This is an optimization exercise on Yosys and OpenROAD, whose aim is a short achievable clock period and few clock cycles, not a production implementation. Function was checked by simulation only, so behaviour that the tests miss may differ from the original. Power and IR drop assume default switching activity.

===== config.mk =====
export PLATFORM = sky130hd
export DESIGN_NAME = cpu
export DESIGN_NICKNAME = cpu
export VERILOG_FILES = /design/flow/design.v
export SDC_FILE = /design/flow/constraint.sdc
export NUM_CORES = 4
export LEC_CHECK = 0
export CAP_MARGIN = 20
export CORE_MARGIN = 2
export CORE_UTILIZATION = 40
export PLACE_DENSITY = 0.6
export SLEW_MARGIN = 20

===== constraint.sdc =====
create_clock -name core_clock -period 6.0 [get_ports {clk}]
set_input_delay 1.2000 -clock core_clock [delete_from_list [all_inputs] [get_ports {clk}]]
set_output_delay 1.2000 -clock core_clock [all_outputs]
set_load 0.01 [all_outputs]

===== design.v =====
module regfile(clk,write,writenum,readnum,data_in,data_out);
  input clk,write;
  input [2:0] writenum, readnum;
  input [15:0] data_in;
  output [15:0] data_out;
  wire [7:0] readout, writeout;
  wire [15:0] R7, R6, R5, R4, R3, R2, R1, R0;
  dec #(3,8) read_num(readnum, readout);
  dec #(3,8) write_num(writenum, writeout);
  vDFFE #(16) write_reg0(clk, (write & writeout[0]), data_in, R0);
  vDFFE #(16) write_reg1(clk, (write & writeout[1]), data_in, R1);
  vDFFE #(16) write_reg2(clk, (write & writeout[2]), data_in, R2);
  vDFFE #(16) write_reg3(clk, (write & writeout[3]), data_in, R3);
  vDFFE #(16) write_reg4(clk, (write & writeout[4]), data_in, R4);
  vDFFE #(16) write_reg5(clk, (write & writeout[5]), data_in, R5);
  vDFFE #(16) write_reg6(clk, (write & writeout[6]), data_in, R6);
  vDFFE #(16) write_reg7(clk, (write & writeout[7]), data_in, R7);
  mux8 #(16) read_mux(R7, R6, R5, R4, R3, R2, R1, R0, readout, data_out);
endmodule
module dec(a,b);
  parameter n = 2;
  parameter m = 4;
  input [n-1:0] a;
  output [m-1:0] b;
  wire[m-1:0] b = 1<<a;
endmodule 
module vDFFE(clk,en,in,out);
  parameter n = 3;
  input clk, en;
  input [n-1:0] in;
  output reg [n-1:0] out;
  wire [n-1:0] nextout;
  assign nextout = en ? in:out;
  always @(posedge clk)
    out <= nextout;
  endmodule 
module mux8(r7, r6, r5, r4, r3, r2, r1, r0, s, b);
  parameter k = 1;
  input [k-1:0] r7, r6, r5, r4, r3, r2, r1, r0;
  input [7:0] s;
  output [k-1:0] b;
  wire [k-1:0] b = ({k{s[0]}} & r0) |
		   ({k{s[1]}} & r1) |    
		   ({k{s[2]}} & r2) |
		   ({k{s[3]}} & r3) | 
		   ({k{s[4]}} & r4) |
		   ({k{s[5]}} & r5) |
		   ({k{s[6]}} & r6) |
		   ({k{s[7]}} & r7) ;
endmodule
module shifter(shift,bin,out);
input [15:0] bin;
input [1:0] shift;
output reg [15:0] out;  
  always @(*) begin
    case(shift) 
      2'b01: out = bin << 1;  
      2'b10: out = bin >> 1;  
      2'b11: out = $signed(bin) >>> 1;  
      default: out = bin;  
    endcase 
  end 
endmodule 
module alu(ALUop,Ain,Bin,out,status);
  input [1:0] ALUop; 
  input [15:0] Ain, Bin;
  output reg [15:0] out;
  output [2:0] status;
  wire ovf;
  wire [15:0] sout;
  Addsub #(16) a(Ain, Bin, 1'b1, sout, ovf);
  assign status[2] = ((out == 16'b0) ? 1'b1:1'b0);  
  assign status[1] = ovf;  
  assign status[0] = out[15];  
  always @(*) begin
    case (ALUop)
      2'b00: out = Ain + Bin;
      2'b01: out = Ain - Bin; 
      2'b10: out = Ain & Bin;
      2'b11: out = ~Bin;
      default: out = 16'bx;
    endcase	
  end
endmodule
module Addsub(a,b,sub,s,ovf);
  parameter n = 8;
  input [n-1:0] a, b;  
  input sub ;  
  output [n-1:0] s;
  output ovf;   
  wire c1, c2;
  assign ovf = c1 ^ c2;  
  Adder1 #(n-1) ai(a[n-2:0],b[n-2:0]^{n-1{sub}},sub,c1,s[n-2:0]);
  Adder1 #(1) as(a[n-1],b[n-1]^sub,c1,c2,s[n-1]);
endmodule 
module Adder1(a,b,cin,cout,s);
  parameter n = 8;
  input [n-1:0] a, b;
  input cin ;
  output [n-1:0] s;
  output cout;
  assign {cout, s} = a + b + cin;
endmodule
module datapath(clk, readnum, vsel, loada, loadb, shift, asel, bsel,
		ALUop, loadc, loads, writenum, write, mdata, 
		status, C, sximm8, PC, sximm5, muxccontrol);
  input clk, loada, loadb, loadc, loads, asel, bsel, write, muxccontrol;
  input [1:0] vsel;
  input [1:0] shift, ALUop; 
  input [2:0] writenum, readnum;  
  input [15:0] mdata, sximm8, sximm5;
  input [8:0] PC;
  output wire [2:0] status;
  output wire [15:0] C;
  reg [15:0] data_in;
  wire [15:0] muxa, muxb, aout, bout, bout_shift, data_out, ALUout;
  wire [2:0] status_out;
  wire [15:0] muxc;
  always @(*)
    case(vsel)
      2'b00: data_in = C; 
      2'b01: data_in = {7'b0,PC};
      2'b10: data_in = sximm8;
      2'b11: data_in = mdata;
    endcase
  regfile REGFILE( .clk(clk), 
           		.write(write),
			.writenum(writenum),
			.readnum(readnum),
			.data_in(data_in),
			.data_out(data_out)
  );
  vDFFE #(16) reg_a(clk, loada, muxc, aout);
  vDFFE #(16) reg_b(clk, loadb, muxc, bout); 
  vDFFE #(16) reg_c(clk, loadc, ALUout, C);
  vDFFE #(3) status_block(.clk(clk), .en(loads), .in(status_out), .out(status));
  assign muxc = muxccontrol ? data_in:data_out;
  shifter shift_b(shift, bout, bout_shift);
  assign muxa = asel ? 16'b0:aout;
  assign muxb = bsel ? sximm5:bout_shift;
  alu ALU( .ALUop(ALUop), .Ain(muxa), .Bin(muxb), .out(ALUout), .status(status_out));
endmodule 
module FSM(clk, reset, opcode, op, cond, nsel,loada,loadb,loadc,vsel,write,loads,asel,bsel,reset_pc,load_pc,addr_sel,
		mem_cmd,load_ir,load_addr,muxccontrol,N,V,Z,PC_sel,halt);
  input clk, reset; 
  input [2:0] opcode;
  input [1:0] op;
  input [2:0] cond;
  input N,V,Z;  
  output reg load_ir;  
  output reg [2:0] nsel;
  output reg loada,loadb,loadc,loads,write,asel,bsel;
  output reg load_pc,reset_pc,addr_sel,load_addr;  
  output reg [1:0] vsel;
  output reg [1:0] mem_cmd;  
  output reg muxccontrol,PC_sel,halt;  
  wire [3:0] state;
  reg [3:0] next_state;
  assign state =  reset ? 4'b0000:next_state;
  always @(posedge clk) begin
    casex({reset,opcode,op,cond,state})
	{6'b1xxxxx,3'bx,4'b0000}: {nsel, next_state,loada,loadb,loadc,vsel,write,loads,asel,bsel,reset_pc,load_pc,addr_sel,load_ir,mem_cmd,load_addr,muxccontrol,PC_sel,halt} 
				<= {3'b000,4'b0101,1'b0,1'b0,1'b0,2'b00,1'b0,1'b0,1'b0,1'b0,1'b1,1'b1,1'b0,1'b0,2'b00,1'b0,1'b0,1'b0,1'b0};  
	{6'b0xxxxx,3'bx,4'b0101}: {nsel,next_state,loada,loadb,loadc,vsel,write,loads,asel,bsel,reset_pc,load_pc,addr_sel,load_ir,mem_cmd,load_addr,PC_sel,muxccontrol,halt}
				<= {3'b000,4'b0110,1'b0,1'b0,1'b0,2'b00,1'b0,1'b0,1'b0,1'b0,1'b0,1'b0,1'b1,1'b0,2'b01,1'b0,1'b0,1'b0,1'b0};  
	{6'b0xxxxx,3'bx,4'b0110}: {next_state,reset_pc,load_pc,addr_sel,load_ir,mem_cmd}
				<= {4'b0111,1'b0,1'b0,1'b1,1'b1,2'b01};  
        {6'b0xxxxx,3'bx,4'b0111}: {next_state,reset_pc,load_pc,addr_sel,load_ir,mem_cmd}
				<= {4'b1000,1'b0,1'b1,1'b0,1'b0,2'b00};  
        {6'b011010,3'bx,4'b1000}: {nsel, next_state,loada,loadb,loadc,vsel,write,loads,asel,bsel,load_pc,load_ir,PC_sel} 
				<= {3'b001,4'b0001,1'b0,1'b0,1'b0,2'b10,1'b1,1'b0,1'b0,1'b0,1'b0,1'b0,1'b0};  
	{6'b011010,3'bx,4'b0001}: {nsel, next_state,loada,loadb,loadc,vsel,write,loads,asel,bsel} 
				<= {3'b000,4'b0101,1'b0,1'b0,1'b0,2'b00,1'b0,1'b0,1'b0,1'b0};  
        {6'b011000,3'bx,4'b1000}: {nsel, next_state,loada,loadb,loadc,vsel,write,loads,asel,bsel,load_pc,load_ir,PC_sel} 
				<= {3'b100,4'b0001,1'b0,1'b1,1'b0,2'b00,1'b0,1'b0,1'b0,1'b1,1'b0,1'b0,1'b0};  
	{6'b011000,3'bx,4'b0001}: {nsel,next_state,loada,loadb,loadc,vsel,write,loads,asel,bsel}
				<= {3'b000,4'b0010,1'b0,1'b0,1'b1,2'b00,1'b0,1'b0,1'b1,1'b0};  
	{6'b011000,3'bx,4'b0010}: {nsel,next_state,loada,loadb,loadc,vsel,write,loads,asel,bsel}
				<= {3'b010,4'b0011,1'b0,1'b0,1'b0,2'b00,1'b1,1'b0,1'b0,1'b0};  
	{6'b011000,3'bx,4'b0011}: {nsel,next_state,loada,loadb,loadc,vsel,write,loads,asel,bsel}
				<= {3'b000,4'b0101,1'b0,1'b0,1'b0,2'b00,1'b0,1'b0,1'b0,1'b0};  
	{6'b010100,3'bx,4'b1000}: {nsel,next_state,loada,loadb,loadc,vsel,write,loads,asel,bsel,load_pc,load_ir,PC_sel}
				<= {3'b001,4'b0001,1'b1,1'b0,1'b0,2'b10,1'b0,1'b0,1'b0,1'b0,1'b0,1'b0,1'b0};  
	{6'b010100,3'bx,4'b0001}: {nsel,next_state,loada,loadb,loadc,vsel,write,loads,asel,bsel}
				<= {3'b100,4'b0010,1'b0,1'b1,1'b0,2'b10,1'b0,1'b0,1'b0,1'b0};  
	{6'b010100,3'bx,4'b0010}: {nsel,next_state,loada,loadb,loadc,vsel,write,loads,asel,bsel}
				<= {3'b000,4'b0011,1'b0,1'b0,1'b1,2'b00,1'b0,1'b0,1'b0,1'b0};  
	{6'b010100,3'bx,4'b0011}: {nsel,next_state,loada,loadb,loadc,vsel,write,loads,asel,bsel}
				<= {3'b010,4'b0100,1'b0,1'b0,1'b0,2'b00,1'b1,1'b0,1'b0,1'b0};  
	{6'b010100,3'bx,4'b0100}: {nsel,next_state,loada,loadb,loadc,vsel,write,loads,asel,bsel}
				<= {3'b000,4'b0101,1'b0,1'b0,1'b0,2'b00,1'b0,1'b0,1'b0,1'b0};  
	{6'b010101,3'bx,4'b1000}: {nsel,next_state,loada,loadb,loadc,vsel,write,loads,asel,bsel,load_pc,load_ir,PC_sel}
				<= {3'b001,4'b0001,1'b1,1'b0,1'b0,2'b10,1'b0,1'b0,1'b0,1'b0,1'b0,1'b0,1'b0};  
	{6'b010101,3'bx,4'b0001}: {nsel,next_state,loada,loadb,loadc,vsel,write,loads,asel,bsel}
				<= {3'b100,4'b0010,1'b0,1'b1,1'b0,2'b10,1'b0,1'b0,1'b0,1'b0};  
	{6'b010101,3'bx,4'b0010}: {nsel,next_state,loada,loadb,loadc,vsel,write,loads,asel,bsel}
				<= {3'b000,4'b0011,1'b0,1'b0,1'b0,2'b00,1'b0,1'b1,1'b0,1'b0};  
   	{6'b010101,3'bx,4'b0011}: {nsel,next_state,loada,loadb,loadc,vsel,write,loads,asel,bsel}
				<= {3'b000,4'b0101,1'b0,1'b0,1'b0,2'b00,1'b0,1'b0,1'b0,1'b0};  
	{6'b010110,3'bx,4'b1000}: {nsel,next_state,loada,loadb,loadc,vsel,write,loads,asel,bsel,load_pc,load_ir,PC_sel}
				<= {3'b001,4'b0001,1'b1,1'b0,1'b0,2'b10,1'b0,1'b0,1'b0,1'b0,1'b0,1'b0,1'b0};  
	{6'b010110,3'bx,4'b0001}: {nsel,next_state,loada,loadb,loadc,vsel,write,loads,asel,bsel}
				<= {3'b100,4'b0010,1'b0,1'b1,1'b0,2'b10,1'b0,1'b0,1'b0,1'b0};  
	{6'b010110,3'bx,4'b0010}: {nsel,next_state,loada,loadb,loadc,vsel,write,loads,asel,bsel}
				<= {3'b000,4'b0011,1'b0,1'b0,1'b1,2'b00,1'b0,1'b0,1'b0,1'b0};  
	{6'b010110,3'bx,4'b0011}: {nsel,next_state,loada,loadb,loadc,vsel,write,loads,asel,bsel}
				<= {3'b010,4'b0100,1'b0,1'b0,1'b0,2'b00,1'b1,1'b0,1'b0,1'b0};  
	{6'b010110,3'bx,4'b0100}: {nsel,next_state,loada,loadb,loadc,vsel,write,loads,asel,bsel}
				<= {3'b000,4'b0101,1'b0,1'b0,1'b0,2'b00,1'b0,1'b0,1'b0,1'b0};  
	{6'b010111,3'bx,4'b1000}: {nsel,next_state,loada,loadb,loadc,vsel,write,loads,asel,bsel,load_pc,load_ir,PC_sel}
				<= {3'b100,4'b0001,1'b0,1'b1,1'b0,2'b10,1'b0,1'b0,1'b1,1'b0,1'b0,1'b0,1'b0};  
	{6'b010111,3'bx,4'b0001}: {nsel,next_state,loada,loadb,loadc,vsel,write,loads,asel,bsel}
				<= {3'b000,4'b0010,1'b0,1'b0,1'b1,2'b00,1'b0,1'b0,1'b1,1'b0};  
	{6'b010111,3'bx,4'b0010}: {nsel,next_state,loada,loadb,loadc,vsel,write,loads,asel,bsel}
				<= {3'b010,4'b0011,1'b0,1'b0,1'b0,2'b00,1'b1,1'b0,1'b0,1'b0};  
	{6'b010111,3'bx,4'b0011}: {nsel,next_state,loada,loadb,loadc,vsel,write,loads,asel,bsel}
				<= {3'b000,4'b0101,1'b0,1'b0,1'b0,2'b00,1'b0,1'b0,1'b0,1'b0};  
	{6'b001100,3'bx,4'b1000}: {nsel,next_state,loada,loadb,loadc,vsel,write,loads,asel,bsel,load_pc,load_ir,PC_sel}
				<= {3'b001,4'b0001,1'b1,1'b0,1'b0,2'b10,1'b0,1'b0,1'b0,1'b0,1'b0,1'b0,1'b0};  
	{6'b001100,3'bx,4'b0001}: {nsel,next_state,loada,loadb,loadc,vsel,write,loads,asel,bsel}
				<= {3'b000,4'b0010,1'b0,1'b0,1'b1,2'b00,1'b0,1'b0,1'b0,1'b1};  
	{6'b001100,3'bx,4'b0010}: {next_state,load_addr} <= {4'b0011,1'b1};  
	{6'b001100,3'bx,4'b0011}: {next_state,addr_sel,mem_cmd} <= {4'b0100,1'b0,2'b01};  
	{6'b001100,3'bx,4'b0100}: {nsel,next_state,loada,loadb,loadc,vsel,write,loads,asel,bsel,load_addr}
				<= {3'b010,4'b1010,1'b0,1'b0,1'b0,2'b11,1'b1,1'b0,1'b0,1'b0,1'b0};  
	{6'b001100,3'bx,4'b1010}: {nsel,next_state,loada,loadb,loadc,vsel,write,loads,asel,bsel,addr_sel,mem_cmd}
				<= {3'b000,4'b0101,1'b0,1'b0,1'b0,2'b00,1'b0,1'b0,1'b0,1'b0,1'b1,2'b00};  
	{6'b010000,3'bx,4'b1000}: {nsel,next_state,loada,loadb,loadc,vsel,write,loads,asel,bsel,load_pc,load_ir,PC_sel}
				<= {3'b001,4'b0001,1'b1,1'b0,1'b0,2'b10,1'b0,1'b0,1'b0,1'b0,1'b0,1'b0,1'b0};  
	{6'b010000,3'bx,4'b0001}: {nsel,next_state,loada,loadb,loadc,vsel,write,loads,asel,bsel}
				<= {3'b000,4'b0010,1'b0,1'b0,1'b1,2'b00,1'b0,1'b0,1'b0,1'b1};  
	{6'b010000,3'bx,4'b0010}: {next_state,load_addr} <= {4'b0011,1'b1};  
        {6'b010000,3'bx,4'b0011}: {next_state,load_addr} <= {4'b0100,1'b0};  
        {6'b010000,3'bx,4'b0100}: {nsel,next_state,loada,loadb,loadc,vsel,write,loads,asel,bsel,load_pc}
				<= {3'b010,4'b1010,1'b0,1'b1,1'b0,2'b00,1'b0,1'b0,1'b0,1'b0,1'b0};  
	{6'b010000,3'bx,4'b1010}: {nsel,next_state,loada,loadb,loadc,vsel,write,loads,asel,bsel}
				<= {3'b000,4'b1011,1'b0,1'b0,1'b1,2'b00,1'b0,1'b0,1'b1,1'b0};  
	{6'b010000,3'bx,4'b1011}: {next_state,addr_sel,mem_cmd} <= {4'b0101,1'b0,2'b10};  
	{6'b011100,3'bx,4'b1000}: {next_state,load_pc,load_ir,halt,PC_sel} <= {4'b1001,1'b0,1'b0,1'b1,1'b0};  
	{6'b0xxxxx,3'bx,4'b1001}: {next_state} <= {4'b1001};  
        {6'b1xxxxx,3'bx,4'b1001}: {next_state,halt} <= {4'b0000,1'b0};
	{9'b000100000,4'b1000}: {nsel,next_state,loada,loadb,muxccontrol,loadc,vsel,write,loads,asel,bsel,load_ir,mem_cmd,load_addr,PC_sel,load_pc}
                  		<={3'b0,4'b0001,1'b1,1'b0,1'b1,1'b0,2'b10,1'b0,1'b0,1'b0,1'b0,1'b0,2'b00,1'b0,1'b0,1'b0};  
	{9'b000100xxx,4'b0001}: {nsel, next_state,loada,loadb,muxccontrol,loadc,vsel,write,loads,asel,bsel,load_addr,PC_sel}
                  		<={3'b0,4'b0010,1'b0,1'b1,1'b1,1'b0,2'b01,1'b0,1'b0,1'b0,1'b0,1'b0,1'b0};  
	{9'b000100xxx,4'b0010}: {nsel, next_state,loada,loadb,muxccontrol,loadc,vsel,write,loads,asel,bsel,load_addr, PC_sel}
                   		<={3'b0,4'b0011,1'b0,1'b0,1'b0,1'b1,2'b00,1'b0,1'b0,1'b0,1'b0,1'b0,1'b1};  
	{9'b000100xxx,4'b0011}: {nsel, next_state,loada,loadb,muxccontrol,loadc,vsel,write,loads,asel,bsel,load_addr,PC_sel}
                   		<={3'b0,4'b1100,1'b0,1'b0,1'b0,1'b0,2'b00,1'b0,1'b0,1'b0,1'b0,1'b0,1'b1};  
	{6'b0xxxxx,3'bx,4'b1100}: {nsel,next_state,loada,loadb,loadc,vsel,write,loads,asel,bsel,reset_pc,load_pc,addr_sel,load_ir,mem_cmd,load_addr,PC_sel,muxccontrol,halt}
				<= {3'b000,4'b1101,1'b0,1'b0,1'b0,2'b00,1'b0,1'b0,1'b0,1'b0,1'b0,1'b0,1'b1,1'b0,2'b01,1'b0,1'b1,1'b0,1'b0};  
	{6'b0xxxxx,3'bx,4'b1101}: {next_state,reset_pc,load_pc,addr_sel,load_ir,mem_cmd}
				<= {4'b1111,1'b0,1'b0,1'b1,1'b1,2'b01};  
        {6'b0xxxxx,3'bx,4'b1111}:{next_state,reset_pc,load_pc,addr_sel,load_ir,mem_cmd}
				<= {4'b1000,1'b0,1'b1,1'b0,1'b0,2'b00};  
	{9'b000100001,4'b1000}: if(Z ==1'b1) 
				{nsel,next_state,loada,loadb,muxccontrol,loadc,vsel,write,loads,asel,bsel,load_ir,mem_cmd,load_pc,load_addr,PC_sel}
                  		<={3'b0,4'b0001,1'b1,1'b0,1'b1,1'b0,2'b10,1'b0,1'b0,1'b0,1'b0,1'b0,2'b00,1'b0,1'b0,1'b0};  
                   	     else {next_state,load_pc} <= {4'b0101,1'b0};  
	{9'b000100010,4'b1000}: if(Z ==1'b0) 
				{nsel,next_state,loada,loadb,muxccontrol,loadc,vsel,write,loads,asel,bsel,load_ir,mem_cmd,load_addr,PC_sel,load_pc}
                  		<={3'b0,4'b0001,1'b1,1'b0,1'b1,1'b0,2'b10,1'b0,1'b0,1'b0,1'b0,1'b0,2'b00,1'b0,1'b0,1'b0};  
                   	     else {next_state,load_pc} <= {4'b0101,1'b0};  
	{9'b000100011,4'b1000}: if(N != V) 
				{nsel,next_state,loada,loadb,muxccontrol,loadc,vsel,write,loads,asel,bsel,load_ir,mem_cmd,load_addr,PC_sel,load_pc}
                  		<={3'b0,4'b0001,1'b1,1'b0,1'b1,1'b0,2'b10,1'b0,1'b0,1'b0,1'b0,1'b0,2'b00,1'b0,1'b0,1'b0};  
                  	    else {next_state,load_pc} <= {4'b0101,1'b0};   
	{9'b000100100,4'b1000}: if(N != V || Z == 1'b1) 
				{nsel,next_state,loada,loadb,muxccontrol,loadc,vsel,write,loads,asel,bsel,load_ir,mem_cmd,load_addr,PC_sel,load_pc}
                  		<={3'b0,4'b0001,1'b1,1'b0,1'b1,1'b0,2'b10,1'b0,1'b0,1'b0,1'b0,1'b0,2'b00,1'b0,1'b0,1'b0};  
                  	    else {next_state,load_pc} <= {4'b0101,1'b0};   
	{6'b001011,3'bx,4'b1000}: {nsel,next_state,loada,loadb,muxccontrol,loadc,vsel,write,loads,asel,bsel,load_ir,mem_cmd,load_addr,PC_sel,load_pc}
				<={3'b001,4'b0001,1'b0,1'b0,1'b0,1'b0,2'b01,1'b1,1'b0,1'b0,1'b0,1'b0,2'b00,1'b0,1'b0,1'b0};  
	{6'b001011,3'bx,4'b0001}:{nsel, next_state,loada,loadb,muxccontrol,loadc,vsel,write,loads,asel,bsel,load_addr,PC_sel}
                  		<={3'b0,4'b0010,1'b0,1'b1,1'b1,1'b0,2'b01,1'b0,1'b0,1'b0,1'b0,1'b0,1'b0};  
	{6'b001011,3'bx,4'b0010}:{nsel, next_state,loada,loadb,muxccontrol,loadc,vsel,write,loads,asel,bsel,load_addr,PC_sel}
                  		<={3'b0,4'b0011,1'b1,1'b0,1'b1,1'b0,2'b10,1'b0,1'b0,1'b0,1'b0,1'b0,1'b0}; 
	{6'b001011,3'bx,4'b0011}:{nsel, next_state,loada,loadb,muxccontrol,loadc,vsel,write,loads,asel,bsel,load_addr, PC_sel}
                   		<={3'b0,4'b0100,1'b0,1'b0,1'b0,1'b1,2'b00,1'b0,1'b0,1'b0,1'b0,1'b0,1'b1}; 
	{6'b001011,3'bx,4'b0100}:{nsel, next_state,loada,loadb,muxccontrol,loadc,vsel,write,loads,asel,bsel,load_addr,PC_sel}
                   		<={3'b0,4'b1100,1'b0,1'b0,1'b0,1'b0,2'b00,1'b0,1'b0,1'b0,1'b0,1'b0,1'b1};   
	{6'b001000,3'bx,4'b1000}:{nsel,next_state,loada,loadb,muxccontrol,loadc,vsel,write,loads,asel,bsel,load_ir,mem_cmd,load_addr,PC_sel,load_pc}
				<={3'b010,4'b0001,1'b0,1'b1,1'b0,1'b0,2'b00,1'b0,1'b0,1'b1,1'b0,1'b0,2'b00,1'b0,1'b0,1'b0};  
	{6'b001000,3'bx,4'b0001}:{next_state,loadb,loadc,PC_sel} <= {4'b0010,1'b0,1'b1,1'b1};  
	{6'b001000,3'bx,4'b0010}:{next_state,loadc,asel} <= {4'b1100,1'b0,1'b0};  
	{6'b001010,3'bx,4'b1000}:{nsel,next_state,loada,loadb,muxccontrol,loadc,vsel,write,loads,asel,bsel,load_ir,mem_cmd,load_addr,PC_sel,load_pc}
				<={3'b001,4'b0001,1'b0,1'b0,1'b0,1'b0,2'b01,1'b1,1'b0,1'b0,1'b0,1'b0,2'b00,1'b0,1'b0,1'b0};  
	{6'b001010,3'bx,4'b0001}:{nsel,next_state,loada,loadb,muxccontrol,loadc,vsel,write,loads,asel,bsel,load_addr,PC_sel}
				<={3'b010,4'b0010,1'b0,1'b1,1'b0,1'b0,2'b00,1'b0,1'b0,1'b1,1'b0,1'b0,1'b0};  
	{6'b001010,3'bx,4'b0010}:{nsel,next_state,loada,loadb,muxccontrol,loadc,vsel,write,loads,asel,bsel,load_addr,PC_sel}
				<={3'b000,4'b0011,1'b0,1'b0,1'b0,1'b1,2'b00,1'b0,1'b0,1'b1,1'b0,1'b0,1'b1};  
	{6'b001010,3'bx,4'b0011}:{nsel,next_state,loada,loadb,muxccontrol,loadc,vsel,write,loads,asel,bsel,load_addr,PC_sel}
				<={3'b000,4'b1100,1'b0,1'b0,1'b0,1'b0,2'b00,1'b0,1'b0,1'b0,1'b0,1'b0,1'b1}; 
	default: {nsel,next_state,loada,loadb,loadc,vsel,write,loads,asel,bsel,reset_pc,load_pc,addr_sel,load_ir,mem_cmd,load_addr,PC_sel,muxccontrol,load_pc}
				<= {3'b000,4'b0000,1'b0,1'b0,1'b0,2'b00,1'b0,1'b0,1'b0,1'b0,1'b0,1'b0,1'b0,1'b0,2'b00,1'b0,1'b0,1'b0,1'b0};  
   endcase
  end
endmodule 
module cpu(clk,reset,in,out,N,V,Z,mem_cmd,mem_addr,halt);
  input clk, reset;
  input [15:0] in;  
  output [15:0] out;  
  output [1:0] mem_cmd;
  output [8:0] mem_addr;
  output N, V, Z; 
  wire load_ir;  
  wire [15:0] instruction_out;
  wire loada,loadb,loads,loadc,write,asel,bsel;
  wire [2:0] status;
  wire [1:0] op, ALUop, shift, vsel;
  wire [2:0] opcode, readnum, writenum, nsel;  
  wire [15:0] sximm5, sximm8; 
  wire addr_sel; 
  wire load_pc; 
  wire reset_pc; 
  wire load_addr;
  wire [8:0] output_from_data_address;
  wire [2:0] cond;
  wire [8:0] PC_out;		
  wire PC_sel;		
  wire muxccontrol;
  output halt;
  wire [8:0] next_pc;
  wire [8:0] PC; 
  vDFFE #(16) instruct_reg(clk, load_ir, in, instruction_out); 
  instruct_decoder decoder(   .instruction_out(instruction_out),
			        .nsel(nsel),
				.opcode(opcode),
				.op(op),
				.ALUop(ALUop),
				.sximm5(sximm5),
				.sximm8(sximm8),
				.shift(shift),
				.readnum(readnum),
				.writenum(writenum),
				.cond(cond)
  );
  FSM FSM(    .clk(clk),
			.reset(reset),
			.opcode(opcode),
			.op(op),
			.nsel(nsel),
			.loada(loada),
			.loadb(loadb),
			.loadc(loadc),
			.loads(loads),
			.vsel(vsel),
			.write(write),
			.asel(asel),
		        .bsel(bsel),
		        .reset_pc(reset_pc),
		        .load_pc(load_pc),
		        .addr_sel(addr_sel),
		        .mem_cmd(mem_cmd),
		        .load_ir(load_ir),
		        .load_addr(load_addr),
			.cond(cond),
			.N(N),
			.V(V),
			.Z(Z),
			.PC_sel(PC_sel),
			.muxccontrol(muxccontrol),
			.halt(halt)
  );
  datapath DP(          .clk(clk),
			.readnum(readnum),
			.writenum(writenum),
			.write(write),
			.vsel(vsel),
			.loada(loada),
			.loadb(loadb),
			.loadc(loadc),
			.loads(loads),
			.shift(shift),
			.ALUop(ALUop),
			.asel(asel),
			.bsel(bsel),
			.mdata(in),
			.status(status),
			.C(out),
			.sximm8(sximm8),
			.sximm5(sximm5),
			.PC(PC_out),
			.muxccontrol(muxccontrol)
  );	
  vDFFE #(9) Program_counter(clk,load_pc,next_pc,PC_out);
  assign next_pc = reset_pc ? 9'b0:(PC+1'b1);
  vDFFE #(9) Data_address(clk,load_addr,out[8:0],output_from_data_address);
  assign mem_addr = addr_sel ? PC:output_from_data_address;
  assign PC = PC_sel ? out[8:0]:PC_out;
  assign N = status[0];
  assign V = status[1]; 
  assign Z = status[2];  
endmodule
module instruct_decoder( instruction_out, 
			 nsel, 
			 opcode,
			 op,
			 ALUop, 
			 sximm5, 
			 sximm8, 
			 shift,
			 readnum,
			 writenum,
			 cond);
  input [15:0] instruction_out;
  input [2:0] nsel;
  output [2:0] opcode,cond;
  output reg [2:0] readnum, writenum;
  output [1:0] shift, ALUop, op;
  output [15:0] sximm5, sximm8;
  wire [2:0] Rn, Rd, Rm;
  wire [4:0] imm5;
  wire [7:0] imm8;
  setval retval(instruction_out,opcode,op,cond,ALUop,imm5,imm8,shift,Rn,Rd,Rm);
  assign sximm5 = imm5[4] ? {11'b11111111111,imm5}:{11'b00000000000,imm5}; 
  assign sximm8 = imm8[7] ? {8'b11111111,imm8}:{8'b00000000,imm8};
  always @(*) 
    case(nsel)
      3'b001: {readnum,writenum} = {Rn,Rn};  
      3'b010: {readnum,writenum} = {Rd,Rd};  
      3'b100: {readnum,writenum} = {Rm,Rm};  
      default: {readnum,writenum} = 6'bx;  
    endcase
endmodule
module setval(instruction_out,opcode,op,cond,ALUop,imm5,imm8,shift,Rn,Rd,Rm);
  input [15:0] instruction_out;
  output reg [2:0] opcode,cond,Rn,Rd,Rm;
  output reg [1:0] op, ALUop, shift;
  output reg [4:0] imm5;
  output reg [7:0] imm8;
  always @(*) begin 
    cond = instruction_out[10:8];  
    casex(instruction_out)
	{5'b11010,11'bx}: {opcode,op,ALUop,Rn,imm8,imm5,Rd,shift,Rm} = {instruction_out[15:13],2'b10,2'b0,instruction_out[10:8],instruction_out[7:0],
						5'b0,3'b0,2'b0,3'b0}; 
	{8'b11000000,8'bx}: {opcode,op,ALUop,Rn,imm8,imm5,Rd,shift,Rm} = {instruction_out[15:13],2'b0,2'b0,3'b0,8'b0,5'b0, instruction_out[7:5],
						instruction_out[4:3],instruction_out[2:0]}; 
	{5'b10100,11'bx}: {opcode,op,ALUop,Rn,imm8,imm5,Rd,shift,Rm} = {instruction_out[15:13],2'b0,2'b0,instruction_out[10:8],
						8'b0,5'b0,instruction_out[7:5],instruction_out[4:3],instruction_out[2:0]}; 
	{5'b10101,11'bx}: {opcode,op,ALUop,Rn,imm8,imm5,Rd,shift,Rm} = {instruction_out[15:13],2'b01,2'b01,instruction_out[10:8],
						8'b0,5'b0,3'b0, instruction_out[4:3], instruction_out[2:0]}; 
 	{5'b10110,11'bx}: {opcode,op,ALUop,Rn,imm8,imm5,Rd,shift,Rm} = {instruction_out[15:13],2'b10,2'b10,instruction_out[10:8],
						8'b0,5'b0,instruction_out[7:5],instruction_out[4:3],instruction_out[2:0]}; 
	{5'b10111,11'bx}: {opcode,op,ALUop,Rn,imm8,imm5,Rd,shift,Rm} = {instruction_out[15:13],2'b11,2'b11,3'b0,
						8'b0,5'b0,instruction_out[7:5],instruction_out[4:3],instruction_out[2:0]}; 
	{5'b01100,11'bx}: {opcode,op,ALUop,Rn,imm8,imm5,Rd,shift,Rm} = {instruction_out[15:13],2'b0,2'b0,instruction_out[10:8],
						8'b0,instruction_out[4:0],instruction_out[7:5],2'b0,3'b0};  
	{5'b10000,11'bx}: {opcode,op,ALUop,Rn,imm8,imm5,Rd,shift,Rm} = {instruction_out[15:13],2'b0,2'b0,instruction_out[10:8],
						8'b0,instruction_out[4:0],instruction_out[7:5],2'b0,3'b0};  
	{3'b111,13'bx}: {opcode,op,ALUop,Rn,imm8,imm5,Rd,shift,Rm} = {instruction_out[15:13],2'b0,2'b0,3'b0,
						8'b0,5'b0,3'b0,2'b0,3'b0};  
	{5'b00100,11'bx}:{opcode,op,cond,ALUop,Rn,imm8,imm5,Rd,shift,Rm} = {instruction_out[15:13],instruction_out[12:11],instruction_out[10:8],
						2'b0,3'b0,instruction_out[7:0],5'b0,3'b0,2'b0,3'b0};  
	{3'b010,13'bx}:{opcode,op,ALUop,Rn,imm8,imm5,Rd,shift,Rm} = {instruction_out[15:13],instruction_out[12:11],2'b0,
						instruction_out[10:8],instruction_out[7:0],5'b0,instruction_out[7:5],2'b0,3'b0};  
	default: {opcode,op,cond,ALUop,Rn,imm8,imm5,Rd,shift,Rm} = {3'bx,2'bx,3'bx,2'bx,3'bx,8'bx,5'bx,3'bx,2'bx,3'bx};  
    endcase
end
endmodule

===== run.sh =====
#!/bin/bash
# synth_recipe.tcl (not shown) runs the flow's synth.tcl, then flattens the netlist and writes it again
# the make line also repeats each setting of config.mk as NAME=value (left out here)
make -C /OpenROAD-flow-scripts/flow DESIGN_CONFIG=/design/flow/config.mk WORK_HOME=/design/flow/orfs CLKGATE_MAP_FILE= SYNTH_SCRIPT=/design/flow/synth_recipe.tcl finish

==> results by group <==
Synthesis
  – Synth cell count leaders: edfxtp_1, nor2_1, nand2_1
  – Most frequent cell after synthesis: edfxtp_1
  – Syn_nets: ~1300
  – Cell taking the most area after synthesis: edfxtp_1
  – Syn Inst Count: about 1300
  – Number of synthesized register bits: roughly 240
  – Synth top area share: 51.6%
  – Library cells used by synthesis: 98
  – Synth Flop Type: edfxtp_1
  – Mapped cell area: approximately 14000 sq um
  – Ys async rst share: 0%
  – Post-Syn Area per Cell: approximately 11 sq um
  – Top cells by area, synth: edfxtp_1, ha_1, a21oi_1
  – Yosys warning count: 9
  – EDFF count, synth: ~240
  – Register area share after synthesis: 52.2%

STA
  – Slew HR: between 20% and 30%
  – Final slew viol count: 0
  – Setup TNS Final: 0 ns
  – Final setup vio count: 0
  – Least-Margin Pin Slew: ~1.1 ns
  – RSZ-0062 raised after global routing: false
  – Fmax: between 150 and 200 MHz
  – Final Cycle Share: 94.7%
  – Final Skew: about 0.025 ns
  – Hold Fails Final Rpt: 0
  – Hold slack: between 0.5 and 0.6 ns
  – Min Tclk post-route: 5.68 ns

Worst hold path
  – Hold Crit Class: reg2reg

Worst setup path
  – Crit path required time: 6.38 ns
  – WP data arrival: between 6 and 7 ns
  – Setup Crit Path Kind: reg2reg
  – Max Fanout on Critical Path: 7
  – R2r setup slk: about 0.32 ns
  – CP Launch Type: register
  – Setup crit end kind: register

Floorplanning
  – I/O pins: between 40 and 50
  – Initial Util: around two fifths
  – Die height: 189 um
  – # rows: 67
  – DIE AREA: 35700 sq um
  – Core Area: about 34000 sq um
  – Die width: 189 um

Final layout
  – Layout cells sized above 1: roughly 8.4%
  – Area delta synth->final: 12.5%
  – Final nets: 1366
  – Filler Cells Inserted: roughly 3100

GRT
  – Initial antenna violation count: 1
  – Gr usage total: between 20% and 30%
  – Aggregate global routing overflow: 0
  – First-pass GRT wire length: roughly 64000 um
  – Vias in the first global route: just over 10000
  – Pin count of the biggest net entering global routing: 33

CTS
  – Post-CTS sizing: 0
  – Setup Fix Bufs, Post-CTS: 0
  – Clk sink count: approximately 240
  – CTS tree: done
  – H-tree depth: 1
  – Clock latency (worst-skew pair): roughly 0.57 ns
  – CTS clk-pin slew, worst paths: ~0.070 ns
  – Total CTS buffers: 25
  – Hold Buf Count CTS: 0
  – Root buffer cell: clkbuf_16
  – Clock tree buffer depth: 3

Routing
  – Via count: 10700
  – Drc violations: 0
  – TritonRoute pass-1 iters: 5
  – DRT iter0 DRCs: just under 1000
  – Final WL: between 40000 and 50000 um
  – Final ANT Viol Nets: 0
  – Vias per cell: 6.03
  – Drt wl/cell: about 24 um

Power
  – Reg power frac: 45.1%
  – Internal power: roughly 3200 uW
  – Worst vdd ir: approximately 0.23 mV
  – Net Switching: between 1000 and 1500 uW
  – Leak: about 0.0054 uW
  – PwrDens: 305 nW/um^2
  – Clock power share: between 30% and 40%
  – Logic pwr share: a little under a quarter
  – Switching part of the total power: about a third

Flow run
  – Max-cap viol count: 0

Run status
  – Outcome: complete, no violations

Place
  – Port Buf Inserts: 48
  – DP HPWL: 31300 um
  – Final GP Congestion: around 0.94
-- worst max-delay path, stage by stage (launching register included) --
cell,delay [ns]
edfxtp_1,0.50
or4b_1,0.75
o21ai_4,0.27
a21oi_1,0.09
o31a_1,0.38
ha_1,0.33
nor2_1,0.10
a21oi_1,0.08
fa_1,0.43
nand2b_1,0.20
a21oi_1,0.24
o221ai_1,0.27
o311a_1,0.19
or3_1,0.39
or3b_1,0.39
nor4_2,0.16
o2111ai_1,0.17
nand4b_4,0.22
a2111oi_2,0.33
-- worst paths after layout --
path                             to  depth (start not counted)            startpoint
max          DP.status_block.out[2]                         18  instruct_reg.out[10]
min             Data_address.out[1]                          0       DP.reg_c.out[1]
max reg2reg  DP.status_block.out[2]                         18  instruct_reg.out[10]
min reg2reg     Data_address.out[1]                          0       DP.reg_c.out[1]
-- metrics by stage --
stage	worst slack (ns)	instance area, sq um	total power [uW]	instances	util [%]
6_report	0.320	15400	4690	1767	45.7
5_1_grt	0.0286	15400	4880	1766	45.7
4_1_cts	0.334	15400	4690	1766	45.7
3_5_place_dp	0.388	14600	3250	1721	43.5
3_3_place_gp	0.549	14600	3250	1721	43.5
2_1_floorplan	0.872	13700	2860	1271	-
-- power by group through the flow --
stage	Clock, uW	Sequential, uW	Combinational, uW
after floorplan	0	2080	774
after global placement	0	2150	1100
after detailed placement	0	2150	1100
after CTS	1470	2120	1110
after global routing	1530	2130	1220
final	1450	2120	1120
-- final cells by class --
| cell class | count | area, sq um | area share (%) |
|---|---|---|---|
| sequential | 239 | 7140 | 46.4 |
| timing repair buffer | 76 | 691 | 4.49 |
| antenna | 1 | 2.50 | 0.0163 |
| inverter | 37 | 139 | 0.903 |
| tap | 448 | 561 | 3.65 |
| clock buffer | 34 | 669 | 4.35 |
| multi-input combinational | 921 | 6110 | 39.7 |
| clock inverter | 11 | 70.1 | 0.456 |
-- cell families (layout without fill, tap and decap cells) --
family,count (synthesis),in the layout,share of synthesized area [%]
AOI/OAI and AO/OA,341,341,17.2
xor gates and xnor gates,36,36,2.31
adders and majority gates,48,48,4.45
buffers and inverters,111,158,3.46
DFF,239,239,52.2
muxes,47,47,3.85
other,0,1,0
and+or+nand+nor,449,449,16.6
-- layer usage --
metal / share of wire, % / wire length, um / track usage, %
met5: 0 / 0 / 0
met4: 2.6 / 1130 / 6.79
met3: 7.6 / 3290 / 3.78
met2: 45 / 19500 / 37.8
met1: 44 / 19100 / 33.9
-- state kept, by name, indices dropped and copies added (netlist names), 3 cells and up --
name and count:
DP.REGFILE.write_reg0.out 16, DP.REGFILE.write_reg1.out 16, DP.REGFILE.write_reg2.out 16, DP.REGFILE.write_reg3.out 16, DP.REGFILE.write_reg4.out 16, DP.REGFILE.write_reg5.out 16, DP.REGFILE.write_reg6.out 16, DP.REGFILE.write_reg7.out 16
DP.reg_a.out 16, DP.reg_b.out 16, DP.reg_c.out 16, DP.status_block.out 3, Data_address.out 9, FSM.next_state 4, FSM.nsel 3, Program_counter.out 9
instruct_reg.out 16
-- cells in the final DEF, fill, tap and decap left out, drive strengths merged, types with 13 or more instances in the layout --
master	instances
nor2	124
edfxtp	235
nand3	27
clkdlybuf4s50	48
nand2	118
nor3	36
nand2b	20
inv	36
mux2	15
nor2b	31
buf	28
a221oi	18
mux2i	29
or3	13
clkbuf	34
o21a	18
a21oi	107
xnor2	27
ha	47
and2	13
o21ai	63
Testbench counts, summed over its fixed seeds: cycles 150,650.

## static timing again, ports no longer ideal
The results above use ideal ports. As a check the final layout listed here was re-extracted and re-timed, cells and wires unchanged. Step 1 (the two cells are an assumption about what drives the block):
set clk [get_ports {clk}]
set_driving_cell -lib_cell sky130_fd_sc_hd__clkbuf_16 $clk
set_driving_cell -lib_cell sky130_fd_sc_hd__buf_2 [delete_from_list [all_inputs] $clk]
Step 2 moves the port delays by t, midway between the first and last clock arrival at a register: inputs arrive t later, outputs are due t later. That takes back most of the time a late clock gives input paths. a / b / c = ideal / step 1 / step 2; a / b = the first two.
shift t [ns]: 0.607
slack for setup (ns): 0.320 / 0.320 / 0.320
slew at the worst register clock pin (ns): 0.07 / 0.07
pins driven straight from the clock port: 1
After both steps setup and hold are still met in this run. For this run, drivers alone change the setup slack by 0.000 ns; drivers and shift together by 0.000 ns.
